From an optimization exercise on the open Yosys and OpenROAD flow, aimed at small area, a short achievable clock period and few clock cycles per item; shortcuts taken in it are not production practice.
Function was checked by simulation only, so behaviour that the tests miss may differ from the original.

==> inputs of run a <==
==> flow/design.v <==
`timescale 1ns / 1ps
module sha256_chunk(
		input wire clk, input wire rst,
		input wire in_valid, output wire in_ready,
		input wire [511:0] data, input wire [255:0] V_in,
		output wire out_valid, output wire [255:0] hash
	);
	function [31:0] kconst (input [5:0] idx);
		case (idx)
			6'd0: kconst = 32'h428a2f98;
			6'd1: kconst = 32'h71374491;
			6'd2: kconst = 32'hb5c0fbcf;
			6'd3: kconst = 32'he9b5dba5;
			6'd4: kconst = 32'h3956c25b;
			6'd5: kconst = 32'h59f111f1;
			6'd6: kconst = 32'h923f82a4;
			6'd7: kconst = 32'hab1c5ed5;
			6'd8: kconst = 32'hd807aa98;
			6'd9: kconst = 32'h12835b01;
			6'd10: kconst = 32'h243185be;
			6'd11: kconst = 32'h550c7dc3;
			6'd12: kconst = 32'h72be5d74;
			6'd13: kconst = 32'h80deb1fe;
			6'd14: kconst = 32'h9bdc06a7;
			6'd15: kconst = 32'hc19bf174;
			6'd16: kconst = 32'he49b69c1;
			6'd17: kconst = 32'hefbe4786;
			6'd18: kconst = 32'h0fc19dc6;
			6'd19: kconst = 32'h240ca1cc;
			6'd20: kconst = 32'h2de92c6f;
			6'd21: kconst = 32'h4a7484aa;
			6'd22: kconst = 32'h5cb0a9dc;
			6'd23: kconst = 32'h76f988da;
			6'd24: kconst = 32'h983e5152;
			6'd25: kconst = 32'ha831c66d;
			6'd26: kconst = 32'hb00327c8;
			6'd27: kconst = 32'hbf597fc7;
			6'd28: kconst = 32'hc6e00bf3;
			6'd29: kconst = 32'hd5a79147;
			6'd30: kconst = 32'h06ca6351;
			6'd31: kconst = 32'h14292967;
			6'd32: kconst = 32'h27b70a85;
			6'd33: kconst = 32'h2e1b2138;
			6'd34: kconst = 32'h4d2c6dfc;
			6'd35: kconst = 32'h53380d13;
			6'd36: kconst = 32'h650a7354;
			6'd37: kconst = 32'h766a0abb;
			6'd38: kconst = 32'h81c2c92e;
			6'd39: kconst = 32'h92722c85;
			6'd40: kconst = 32'ha2bfe8a1;
			6'd41: kconst = 32'ha81a664b;
			6'd42: kconst = 32'hc24b8b70;
			6'd43: kconst = 32'hc76c51a3;
			6'd44: kconst = 32'hd192e819;
			6'd45: kconst = 32'hd6990624;
			6'd46: kconst = 32'hf40e3585;
			6'd47: kconst = 32'h106aa070;
			6'd48: kconst = 32'h19a4c116;
			6'd49: kconst = 32'h1e376c08;
			6'd50: kconst = 32'h2748774c;
			6'd51: kconst = 32'h34b0bcb5;
			6'd52: kconst = 32'h391c0cb3;
			6'd53: kconst = 32'h4ed8aa4a;
			6'd54: kconst = 32'h5b9cca4f;
			6'd55: kconst = 32'h682e6ff3;
			6'd56: kconst = 32'h748f82ee;
			6'd57: kconst = 32'h78a5636f;
			6'd58: kconst = 32'h84c87814;
			6'd59: kconst = 32'h8cc70208;
			6'd60: kconst = 32'h90befffa;
			6'd61: kconst = 32'ha4506ceb;
			6'd62: kconst = 32'hbef9a3f7;
			default: kconst = 32'hc67178f2;
		endcase
	endfunction
	function [31:0] rotr (input [31:0] x, input integer n);
		rotr = (x >> n) | (x << (32 - n));
	endfunction
	function [31:0] flipbytes (input [31:0] x);
		flipbytes = {x[7:0], x[15:8], x[23:16], x[31:24]};
	endfunction
	function [31:0] csa_s (input [31:0] x, input [31:0] y, input [31:0] z);
		csa_s = x ^ y ^ z;
	endfunction
	function [31:0] csa_c (input [31:0] x, input [31:0] y, input [31:0] z);
		csa_c = {(x[30:0] & y[30:0]) | (x[30:0] & z[30:0]) | (y[30:0] & z[30:0]), 1'b0};
	endfunction
	reg busy;           
	reg [5:0] t;        
	reg ov;             
	wire last = (t == 6'd63);
	assign in_ready = ~busy | last;
	assign out_valid = ov;
	wire load = in_valid & in_ready;
	always @(posedge clk) begin
		if (rst) begin
			busy <= 1'b0;
			ov <= 1'b0;
			t <= 6'd63;
		end else begin
			ov <= busy & last;
			if (load) begin
				busy <= 1'b1;
				t <= 6'd0;
			end else if (busy) begin
				if (last)
					busy <= 1'b0;
				else
					t <= t + 6'd1;
			end
		end
	end
	reg [31:0] a, b, c, d, e, f, g, h;
	reg [31:0] w[15:0];
	reg [31:0] va[3:0], ve[3:0];
	reg [31:0] ka, ke;    
	wire [31:0] S1 = rotr(e, 6) ^ rotr(e, 11) ^ rotr(e, 25);
	wire [31:0] ch = (e & f) ^ (~e & g);
	wire [31:0] S0 = rotr(a, 2) ^ rotr(a, 13) ^ rotr(a, 22);
	wire [31:0] mj = (a & b) ^ (a & c) ^ (b & c);
	wire [31:0] s0 = rotr(w[1], 7) ^ rotr(w[1], 18) ^ (w[1] >> 3);
	wire [31:0] s1 = rotr(w[14], 17) ^ rotr(w[14], 19) ^ (w[14] >> 10);
	wire [31:0] a1s = csa_s(h, ka, w[0]), a1c = csa_c(h, ka, w[0]);
	wire [31:0] a2s = csa_s(S1, ch, a1s), a2c = csa_c(S1, ch, a1s);
	wire [31:0] a3s = csa_s(S0, mj, a1c), a3c = csa_c(S0, mj, a1c);
	wire [31:0] a4s = csa_s(a2s, a2c, a3s), a4c = csa_c(a2s, a2c, a3s);
	wire [31:0] a5s = csa_s(a4s, a4c, a3c), a5c = csa_c(a4s, a4c, a3c);
	wire [31:0] na = a5s + a5c;
	wire [31:0] e1s = csa_s(d, h, ke), e1c = csa_c(d, h, ke);
	wire [31:0] e2s = csa_s(e1s, e1c, w[0]), e2c = csa_c(e1s, e1c, w[0]);
	wire [31:0] e3s = csa_s(S1, ch, e2s), e3c = csa_c(S1, ch, e2s);
	wire [31:0] e4s = csa_s(e3s, e3c, e2c), e4c = csa_c(e3s, e3c, e2c);
	wire [31:0] ne = e4s + e4c;
	wire [31:0] w1s = csa_s(w[0], w[9], s0), w1c = csa_c(w[0], w[9], s0);
	wire [31:0] w2s = csa_s(w1s, w1c, s1), w2c = csa_c(w1s, w1c, s1);
	wire [31:0] nw = w2s + w2c;
	wire cap = (t[5:2] == 4'd0);                  
	wire addk = (t == 6'd60);
	wire adds = (t == 6'd61) | (t == 6'd62) | last;
	wire [31:0] kin = kconst(t + 6'd1);
	always @(posedge clk) begin
		if (in_ready) begin
			a <= V_in[31:0];
			b <= V_in[63:32];
			c <= V_in[95:64];
			d <= V_in[127:96];
			e <= V_in[159:128];
			f <= V_in[191:160];
			g <= V_in[223:192];
			h <= V_in[255:224];
			w[0] <= flipbytes(data[31:0]);
			w[1] <= flipbytes(data[63:32]);
			w[2] <= flipbytes(data[95:64]);
			w[3] <= flipbytes(data[127:96]);
			w[4] <= flipbytes(data[159:128]);
			w[5] <= flipbytes(data[191:160]);
			w[6] <= flipbytes(data[223:192]);
			w[7] <= flipbytes(data[255:224]);
			w[8] <= flipbytes(data[287:256]);
			w[9] <= flipbytes(data[319:288]);
			w[10] <= flipbytes(data[351:320]);
			w[11] <= flipbytes(data[383:352]);
			w[12] <= flipbytes(data[415:384]);
			w[13] <= flipbytes(data[447:416]);
			w[14] <= flipbytes(data[479:448]);
			w[15] <= flipbytes(data[511:480]);
			ka <= kconst(6'd0);
			ke <= kconst(6'd0);
		end else begin
			a <= na;
			b <= a;
			c <= b;
			d <= c;
			e <= ne;
			f <= e;
			g <= f;
			h <= g;
			w[0] <= w[1];
			w[1] <= w[2];
			w[2] <= w[3];
			w[3] <= w[4];
			w[4] <= w[5];
			w[5] <= w[6];
			w[6] <= w[7];
			w[7] <= w[8];
			w[8] <= w[9];
			w[9] <= w[10];
			w[10] <= w[11];
			w[11] <= w[12];
			w[12] <= w[13];
			w[13] <= w[14];
			w[14] <= w[15];
			w[15] <= nw;
			ka <= (t == 6'd62) ? va[1] : kin;
			ke <= (t == 6'd62) ? ve[1] : kin;
		end
	end
	always @(posedge clk) begin
		va[0] <= va[1];
		va[1] <= va[2];
		va[2] <= va[3] + (addk ? 32'hc67178f2 : (adds ? a : 32'd0));
		va[3] <= last ? na : (cap ? d : va[0]);
		ve[0] <= ve[1];
		ve[1] <= ve[2];
		ve[2] <= ve[3] + (addk ? 32'hc67178f2 : (adds ? e : 32'd0));
		ve[3] <= last ? ne : (cap ? h : ve[0]);
	end
	assign hash = {ve[0], ve[1], ve[2], ve[3], va[0], va[1], va[2], va[3]};
endmodule
==> flow/run.sh <==
#!/bin/bash
# synth_recipe.tcl (not shown) runs the flow's synth.tcl, then flattens the netlist and writes it again
# the make line also repeats each setting of config.mk as NAME=value (left out here)
make -C /OpenROAD-flow-scripts/flow DESIGN_CONFIG=/design/flow/config.mk WORK_HOME=/design/flow/orfs CLKGATE_MAP_FILE= SYNTH_SCRIPT=/design/flow/synth_recipe.tcl finish
==> flow/config.mk <==
export PLATFORM = sky130hd
export DESIGN_NAME = sha256_chunk
export DESIGN_NICKNAME = sha256_chunk
export VERILOG_FILES = /design/flow/design.v
export SDC_FILE = /design/flow/constraint.sdc
export NUM_CORES = 4
export LEC_CHECK = 0
export CAP_MARGIN = 20
export CORE_MARGIN = 2
export CORE_UTILIZATION = 40
export SLEW_MARGIN = 20
==> flow/constraint.sdc <==
create_clock -name core_clock -period 12.5 [get_ports {clk}]
set_input_delay 2.5000 -clock core_clock [delete_from_list [all_inputs] [get_ports {clk}]]
set_output_delay 2.5000 -clock core_clock [all_outputs]
set_load 0.01 [all_outputs]
==> inputs of run b, as changes to run a <==
--- a/flow/design.v
+++ b/flow/design.v
@@ -88,58 +88,70 @@
 	reg busy;           
 	reg [5:0] t;        
 	reg ov;             
-	wire last = (t == 6'd63);
-	assign in_ready = ~busy | last;
+	reg rdy;            
+	reg last, cap, addk, adds, pre;   
+	assign in_ready = rdy;
 	assign out_valid = ov;
-	wire load = in_valid & in_ready;
-	always @(posedge clk) begin
+	wire load = in_valid & rdy;
+	reg busy_n;
+	reg [5:0] t_n;
+	always @(*) begin
+		busy_n = busy;
+		t_n = t;
+		if (load) begin
+			busy_n = 1'b1;
+			t_n = 6'd0;
+		end else if (busy) begin
+			if (last)
+				busy_n = 1'b0;
+			else
+				t_n = t + 6'd1;
+		end
 		if (rst) begin
-			busy <= 1'b0;
-			ov <= 1'b0;
-			t <= 6'd63;
-		end else begin
-			ov <= busy & last;
-			if (load) begin
-				busy <= 1'b1;
-				t <= 6'd0;
-			end else if (busy) begin
-				if (last)
-					busy <= 1'b0;
-				else
-					t <= t + 6'd1;
-			end
+			busy_n = 1'b0;
+			t_n = 6'd63;
 		end
+	end
+	always @(posedge clk) begin
+		busy <= busy_n;
+		t <= t_n;
+		ov <= ~rst & busy & last;
+		rdy <= ~busy_n | (t_n == 6'd63);
+		last <= (t_n == 6'd63);
+		cap <= (t_n[5:2] == 4'd0);
+		addk <= (t_n == 6'd60);
+		adds <= (t_n == 6'd61) | (t_n == 6'd62) | (t_n == 6'd63);
+		pre <= (t_n == 6'd62);
 	end
 	reg [31:0] a, b, c, d, e, f, g, h;
 	reg [31:0] w[15:0];
 	reg [31:0] va[3:0], ve[3:0];
-	reg [31:0] ka, ke;    
+	reg [31:0] p;         
+	reg [31:0] kq;        
 	wire [31:0] S1 = rotr(e, 6) ^ rotr(e, 11) ^ rotr(e, 25);
 	wire [31:0] ch = (e & f) ^ (~e & g);
 	wire [31:0] S0 = rotr(a, 2) ^ rotr(a, 13) ^ rotr(a, 22);
 	wire [31:0] mj = (a & b) ^ (a & c) ^ (b & c);
 	wire [31:0] s0 = rotr(w[1], 7) ^ rotr(w[1], 18) ^ (w[1] >> 3);
 	wire [31:0] s1 = rotr(w[14], 17) ^ rotr(w[14], 19) ^ (w[14] >> 10);
-	wire [31:0] a1s = csa_s(h, ka, w[0]), a1c = csa_c(h, ka, w[0]);
-	wire [31:0] a2s = csa_s(S1, ch, a1s), a2c = csa_c(S1, ch, a1s);
-	wire [31:0] a3s = csa_s(S0, mj, a1c), a3c = csa_c(S0, mj, a1c);
-	wire [31:0] a4s = csa_s(a2s, a2c, a3s), a4c = csa_c(a2s, a2c, a3s);
-	wire [31:0] a5s = csa_s(a4s, a4c, a3c), a5c = csa_c(a4s, a4c, a3c);
-	wire [31:0] na = a5s + a5c;
-	wire [31:0] e1s = csa_s(d, h, ke), e1c = csa_c(d, h, ke);
-	wire [31:0] e2s = csa_s(e1s, e1c, w[0]), e2c = csa_c(e1s, e1c, w[0]);
-	wire [31:0] e3s = csa_s(S1, ch, e2s), e3c = csa_c(S1, ch, e2s);
-	wire [31:0] e4s = csa_s(e3s, e3c, e2c), e4c = csa_c(e3s, e3c, e2c);
-	wire [31:0] ne = e4s + e4c;
+	wire [31:0] a1s = csa_s(p, ch, mj), a1c = csa_c(p, ch, mj);
+	wire [31:0] a2s = csa_s(S0, S1, a1s), a2c = csa_c(S0, S1, a1s);
+	wire [31:0] a3s = csa_s(a2s, a2c, a1c), a3c = csa_c(a2s, a2c, a1c);
+	wire [31:0] na = a3s + a3c;
+	wire [31:0] dd = last ? ve[0] : d;
+	wire [31:0] e1s = csa_s(dd, p, ch), e1c = csa_c(dd, p, ch);
+	wire [31:0] e2s = csa_s(S1, e1s, e1c), e2c = csa_c(S1, e1s, e1c);
+	wire [31:0] ne = e2s + e2c;
 	wire [31:0] w1s = csa_s(w[0], w[9], s0), w1c = csa_c(w[0], w[9], s0);
 	wire [31:0] w2s = csa_s(w1s, w1c, s1), w2c = csa_c(w1s, w1c, s1);
 	wire [31:0] nw = w2s + w2c;
-	wire cap = (t[5:2] == 4'd0);                  
-	wire addk = (t == 6'd60);
-	wire adds = (t == 6'd61) | (t == 6'd62) | last;
-	wire [31:0] kin = kconst(t + 6'd1);
-	always @(posedge clk) begin
-		if (in_ready) begin
+	wire [31:0] pk = pre ? va[1] : kq;
+	wire [31:0] np_r = csa_s(g, w[1], pk) + csa_c(g, w[1], pk);
+	wire [31:0] k0 = kconst(6'd0);
+	wire [31:0] ph = V_in[255:224], pw = flipbytes(data[31:0]);
+	wire [31:0] np_i = csa_s(ph, pw, k0) + csa_c(ph, pw, k0);
+	always @(posedge clk) begin
+		if (rdy) begin
 			a <= V_in[31:0];
 			b <= V_in[63:32];
 			c <= V_in[95:64];
@@ -164,8 +176,6 @@
 			w[13] <= flipbytes(data[447:416]);
 			w[14] <= flipbytes(data[479:448]);
 			w[15] <= flipbytes(data[511:480]);
-			ka <= kconst(6'd0);
-			ke <= kconst(6'd0);
 		end else begin
 			a <= na;
 			b <= a;
@@ -191,10 +201,15 @@
 			w[13] <= w[14];
 			w[14] <= w[15];
 			w[15] <= nw;
-			ka <= (t == 6'd62) ? va[1] : kin;
-			ke <= (t == 6'd62) ? ve[1] : kin;
 		end
 	end
+	always @(posedge clk) begin
+		p <= rdy ? np_i : np_r;
+		kq <= rdy ? kconst(6'd1) : kconst(t + 6'd2);
+	end
+	wire [31:0] l1 = addk ? ~va[3] : (adds ? e : 32'd0);
+	wire [31:0] l2 = addk ? a : 32'd0;
+	wire [31:0] lks = csa_s(ve[3], l1, l2), lkc = csa_c(ve[3], l1, l2);
 	always @(posedge clk) begin
 		va[0] <= va[1];
 		va[1] <= va[2];
@@ -202,7 +217,7 @@
 		va[3] <= last ? na : (cap ? d : va[0]);
 		ve[0] <= ve[1];
 		ve[1] <= ve[2];
-		ve[2] <= ve[3] + (addk ? 32'hc67178f2 : (adds ? e : 32'd0));
+		ve[2] <= lks + {lkc[31:1], addk};
 		ve[3] <= last ? ne : (cap ? h : ve[0]);
 	end
 	assign hash = {ve[0], ve[1], ve[2], ve[3], va[0], va[1], va[2], va[3]};
==> flow/flow/run.sh (new file) <==
#!/bin/bash
# The standard layout (standard.sh), with two changes: ports get plain
# buf_1 cells as their buffers, and repair_timing aims for 8.5 ns of setup
# slack. ORFS writes each step's full log under orfs/logs; standard.sh's own
# output goes to standard.log here.
export BUFFER_PORTS_ARGS="-buffer_cell sky130_fd_sc_hd__buf_1"
export SETUP_SLACK_MARGIN=8.5
bash standard.sh > standard.log 2>&1
==> flow/standard.sh (new file) <==
#!/bin/bash
# synth_recipe.tcl (not shown) runs the flow's synth.tcl, then flattens the netlist and writes it again
# the make line also repeats each setting of config.mk as NAME=value (left out here)
make -C /OpenROAD-flow-scripts/flow DESIGN_CONFIG=/design/flow/config.mk WORK_HOME=/design/flow/orfs CLKGATE_MAP_FILE= SYNTH_SCRIPT=/design/flow/synth_recipe.tcl "${@:-finish}"
ABC_AREA = 1   (was default)
CTS_CLUSTER_DIAMETER = 90   (was default)
CTS_CLUSTER_SIZE = 30   (was default)
removed: flow/run.sh
==> comparison <==
Of run b and run a, run b has the higher worst hold slack (gap 0.0063 ns).
Between run a and run b, the lower synthesized area is in run a (gap 10%, measured against run b).
Against run b, the cell area of run a is smaller by 3.5%.
In run b the sequential share of layout area is lower than in run a, by 0.29 points.
Of run b and run a, run b has the higher sequential cell count (gap 6).
Run b completed with no timing, DRC or antenna violations. Run a finished clean.
Against run a, the via count of run b is larger by about 27%.
==> figures <==
item	run a	run b
Outcome	complete, no violations	complete, no violations
Clock tree buffer count of the final layout	167	62
Kind of capture point of the worst setup path	output pin	flop
Proportion of layout cells with a drive suffix above 1	0.0434	0.105
Area fraction in and, or, nand and nor cells after synthesis	0.197	0.255
Syn_area_per_cell	8.42 µm²	7.22 µm²
M3 GR Usage	0.0864	0.0988
Number of flip-flops and latches	1096	1102
Fraction of standard cell area in multi-input logic	0.433	0.500
Number of antenna diodes	19	21
Min-Delay Startpoint	va[2][21]	va[2][19]
Number of tap instances	1794	2044
Count of cell instances traversed by the critical path	7	12
Horizontal die dimension	377 µm	398 µm
Testbench counts of run a, summed over its fixed seeds: cycles 20,496, items 320.
Testbench counts of run b, summed over its fixed seeds: cycles 20,496, items 320.

port drivers added, routing unchanged:
In the flow no input, the clock included, has a driving cell. The finished layouts below were timed again as built, in two steps. Step 1: set_driving_cell puts a clkbuf_16 on clk and a buf_2 on each other input, an assumption about the parent block. Step 2 times the ports against the registers' clock, not the clock port: input delays grow and output delays shrink by t, the midpoint of the rising clock arrivals with the driver on. a / b / c = ideal / step 1 / step 2; a / b = the first two.
run | shift t [ns] | setup slack, ns | clock arrival spread, ns
run a | 0.828 | 5.755 / 5.670 / 6.087 | 0.072 / 0.073
run b | 0.811 | 8.308 / 8.308 / 7.694 | 0.052 / 0.052
After both steps every run listed still meets setup and hold. For run b, which loses most, drivers alone change the setup slack by 0.000 ns; drivers and shift together by -0.614 ns.
